Context: an optimization exercise on an open-source flow, tuned for small area, a short achievable clock period and few clock cycles. The choices shown serve that exercise and are no tape-out recipe.
The RTL was checked by simulation tests, not by an equivalence proof against the original design.

== oak ==
==> flow/design.v (excerpt) <==
module JAM (
           input CLK,
           input RST,
           output reg [2:0] W,
           output reg [2:0] J,
           input [6:0] Cost,
           output reg [3:0] MatchCount,
           output reg [9:0] MinCost,
           output reg Valid );
localparam ST_FIRST = 3'd0,   
           ST_MATCH = 3'd1,   
           ST_SCAN  = 3'd2,   
           ST_FINAL = 3'd3,   
           ST_FLUSH = 3'd4,   
           ST_CNT   = 3'd5,   
           ST_DONE  = 3'd6;
reg [2:0] st;           
reg       fst;          
reg [2:0] cstart;       
reg signed [9:0] X;     
reg [7:0] Dq;           
reg [7:0] nv  [0:7];    
reg [7:0] D   [0:7];    
reg [2:0] way [0:7];    
reg [2:0] p   [0:7];    
reg [7:0] m;            
reg [7:0] s;            
reg [2:0] i;            
reg [7:0] minval;       
reg [2:0] minj;
reg [6:0] mu;           
reg signed [8:0] off;   
reg [7:0] rem;          
reg [7:0] nxo;          
reg       walking;
reg [2:0] wj;
reg       bv;
reg [2:0] bt;
reg [2:0] bj;
reg [2:0] bW;
reg       blast;
reg       bfst;
reg [7:0] bcand;        
reg       bnew;         
reg       bimpr;        
reg       beq;          
  ...
For scale: ~2,900 cells after synthesis, about 340 flip-flops, ~0.027 mm² of cells after synthesis.
clock: 5.0 ns
lec_check: 0
cap_margin: 20
core_margin: 2
core_utilization: 40
setup_slack_margin: 1.0
slew_margin: 20
run.sh (not shown) runs the stock make flow with config.mk's settings and CLKGATE_MAP_FILE= SYNTH_SCRIPT=/design/flow/synth_recipe.tcl, a recipe that flattens the netlist after the stock synthesis.
oak has completed all stages; timing, DRC and antenna checks passed.
Testbench counts of oak, summed over its fixed seeds: cycles 4,752.
The following lists how pine was set up differently from oak:
--- a/flow/design.v
+++ b/flow/design.v
@@ -24,21 +24,20 @@
 reg [2:0] way [0:7];    
 reg [2:0] p   [0:7];    
 reg [7:0] m;            
 reg [7:0] s;            
 reg [2:0] i;            
 reg [7:0] minval;       
 reg [2:0] minj;
 reg [6:0] mu;           
 reg signed [8:0] off;   
 reg [7:0] rem;          
-reg [7:0] nxo;          
 reg       walking;
 reg [2:0] wj;
 reg       bv;
 reg [2:0] bt;
 reg [2:0] bj;
 reg [2:0] bW;
 reg       blast;
 reg       bfst;
 reg [7:0] bcand;        
 reg       bnew;         
@@ -70,38 +69,39 @@
 wire [2:0] minj_e = (bsrch && bnew) ? bj : minj;
 wire [6:0] mu_e   = bend ? endd[6:0] : mu;
 wire [7:0] bj_oh  = 8'd1 << bj;
 wire [7:0] bitsf  = bnew ? bj_oh : (beq ? (bits | bj_oh) : bits);
 wire [7:0] mrowf  = bnew ? bcand : mrow;
 wire       bwrD   = bv && (bt == ST_FIRST || (bt == ST_SCAN && bimpr));
 reg [7:0] pm_oh;
 always @(*)
     for (k = 0; k < 8; k = k + 1)
         pm_oh[k] = (p[k] == bW);
+wire [7:0] nv_J = nv[J];
 wire [7:0] Y_e = (bv && bnew) ? bcand : minval;    
 wire signed [9:0] cost_s = {3'd0, Cost};
 wire signed [9:0] Y_s    = {2'd0, Y_e};
 wire signed [9:0] Dq_s   = {2'd0, Dq};
 wire signed [9:0] Tm     = Y_s - X;
 wire signed [9:0] TD     = Dq_s - X;
 wire       lt    = cost_s < Tm;       
 wire       eqm   = cost_s == Tm;      
 wire       impr  = cost_s < TD;       
 wire       c3    = Dq < Y_e;
 wire signed [9:0] sum = X + cost_s;
 wire       newmin = fst || ((st == ST_FIRST) ? lt : (impr ? lt : c3));
 wire [7:0] newD  = (st == ST_SCAN && !impr) ? Dq : sum[7:0];
 wire       xlt   = fst || lt;
 wire       xeq   = eqm;
 wire [9:0] ma  = {2'd0, Dq};
 wire [9:0] mb  = ~{3'd0, Cost};
-wire [9:0] mc  = ~{1'b0, off};           
+wire [9:0] mc  = ~{3'd0, nv_J[6:0]};
 wire [9:0] ms1 = ma ^ mb ^ mc;
 wire [9:0] mc1 = {(ma[8:0] & mb[8:0]) | (ma[8:0] & mc[8:0]) | (mb[8:0] & mc[8:0]), 1'b1};
 wire [9:0] offw = ms1 + mc1 + 10'd1;
 wire signed [8:0] offn = offw[8:0];
 wire [2:0] J1 = J + 3'd1;
 wire       rowlast = (J1 == cstart);
 wire [7:0] J_oh = 8'd1 << J;
 function [7:0] lowbit;
     input [7:0] v;
     reg [7:0] below;
@@ -119,22 +119,21 @@
         enc8 = {v[7] | v[6] | v[5] | v[4], v[7] | v[6] | v[3] | v[2],
                 v[7] | v[5] | v[3] | v[1]};
     end
 endfunction
 reg [2:0] fus;
 always @(*) begin
     fus = 3'd0;
     for (k = 7; k >= 0; k = k - 1)
         if (!s[k]) fus = k;
 end
-wire [7:0] nxt_oh = nxo;
-wire [7:0] rem_n  = rem & ~nxo;
+wire [7:0] nxt_oh = lowbit(rem);
 wire       has_nxt = |rem;
 wire alast = (st == ST_SCAN) ? !has_nxt : rowlast;
 wire [7:0] J1_oh = {J_oh[6:0], J_oh[7]};
 reg  [6:0] nv_a;
 always @(*) begin
     nv_a = 7'd0;
     for (k = 0; k < 8; k = k + 1)
         nv_a = nv_a | (nv[k][6:0] & {7{J1_oh[k]}});
 end
 wire [6:0] nvm_a = nv_a + mu_e;
@@ -327,24 +326,22 @@
         if (wrong) begin
             fst <= 1'b1;
             if (!m_bj) begin
                 W <= (i == 3'd7) ? 3'd0 : i + 3'd1;
                 J <= fus;
                 cstart <= fus;
                 X <= {3'd0, nv_f[6:0]};
                 st <= (i == 3'd7) ? ST_FINAL : ST_FIRST;
             end else begin
                 W <= p[bj];
-                off <= {2'd0, nv[bj][6:0]};
                 J <= bj;
                 rem <= ~s & ~bj_oh;
-                nxo <= lowbit(~s & ~bj_oh);
                 Dq <= bcand;
                 st <= ST_MATCH;
             end
         end else begin
             bt <= st;
             bj <= J;
             bW <= W;
             blast <= alast;
             bfst <= fst;
             case (st)
@@ -353,49 +350,45 @@
                 bcand <= newD;
                 bnew <= newmin;
                 bimpr <= impr;
                 if (st == ST_FIRST) begin
                     nv[J] <= {1'b0, X[6:0]};
                     s[J] <= 1'b0;
                 end
                 fst <= 1'b0;
                 if (!alast) begin
                     J <= (st == ST_FIRST) ? J1 : jb;
-                    rem <= rem_n;
-                    nxo <= lowbit(rem_n);
+                    rem <= rem & ~nxt_oh;
                     X <= (st == ST_FIRST) ? {3'd0, nvn_a} : Kn;
                     Dq <= D_b;
                 end else begin
                     fst <= 1'b1;
                     if (sgdone) begin
                         W <= (i == 3'd7) ? 3'd0 : i + 3'd1;
                         J <= fus;
                         cstart <= fus;
                         X <= {3'd0, nv_f[6:0]};
                         st <= (i == 3'd7) ? ST_FINAL : ST_FIRST;
                     end else begin
                         W <= p[sgj];
-                        off <= {2'd0, nv[sgj][6:0]};
                         J <= sgj;
                         rem <= rem_g;
-                        nxo <= lowbit(rem_g);
                         Dq <= minv_e;
                         st <= ST_MATCH;
                     end
                 end
             end
             ST_MATCH: begin
                 off <= offn;
-                nv[J] <= {1'b0, off[6:0]} - Dq;
+                nv[J] <= nv_J - Dq;
                 J <= jb;
-                rem <= rem_n;
-                nxo <= lowbit(rem_n);
+                rem <= rem & ~nxt_oh;
                 X <= Kn;
                 Dq <= D_b;
                 fst <= 1'b1;
                 st <= ST_SCAN;
             end
             ST_FINAL: begin
                 bv <= 1'b1;
                 bcand <= sum[7:0];
                 bnew <= xlt;
                 beq <= xeq;
==> comparison <==
met3 layer usage reported by global route ends up higher on oak. pine ended up with rem[0] as its startpoint of the worst setup timing path; oak ended up with fst. Changes observed in pine relative to oak: number of filler instances in the final layout saw a decrease, final cycle utilization of the critical path rose by 8.1 points. oak reports its uppermost metal layer occupied by signal nets as met5 while pine reports met4. Compared with oak, pine shows relative area change from synthesis to final layout higher by 1.6 points. pine vs oak: synthesized area down.
Testbench counts of pine, summed over its fixed seeds: cycles 4,752.

re-timing with driven ports:
How much do the figures lean on ideal ports? The routed layouts below were timed once more, with nothing changed but the port constraints. Step 1 (the two cells are an assumption about what drives the block):
set clk [get_ports {CLK}]
set_driving_cell -lib_cell sky130_fd_sc_hd__clkbuf_16 $clk
set_driving_cell -lib_cell sky130_fd_sc_hd__buf_2 [delete_from_list [all_inputs] $clk]
Step 2 adds t to the input delays and takes it off the output delays; t is the mean of the earliest and latest rising clock arrival at the registers after step 1. Input paths then give back, and output paths get back, about the clock's delay inside the block. Three values: no drivers, after step 1, after step 2; two values: the first two.
| run | t, ns | slack for setup (ns) | clock arrival spread, ns | worst slew at a driven data input, ns |
|---|---|---|---|---|
| oak | 0.647 | 1.020 / 1.020 / 0.592 | 0.032 / 0.032 | 0.03 |
| pine | 0.651 | 0.614 / 0.614 / 0.240 | 0.031 / 0.031 | 0.04 |
After both steps setup and hold are still met in every run listed. The setup slack of oak, which loses most, moves by 0.000 ns with the drivers and by -0.428 ns with both steps.
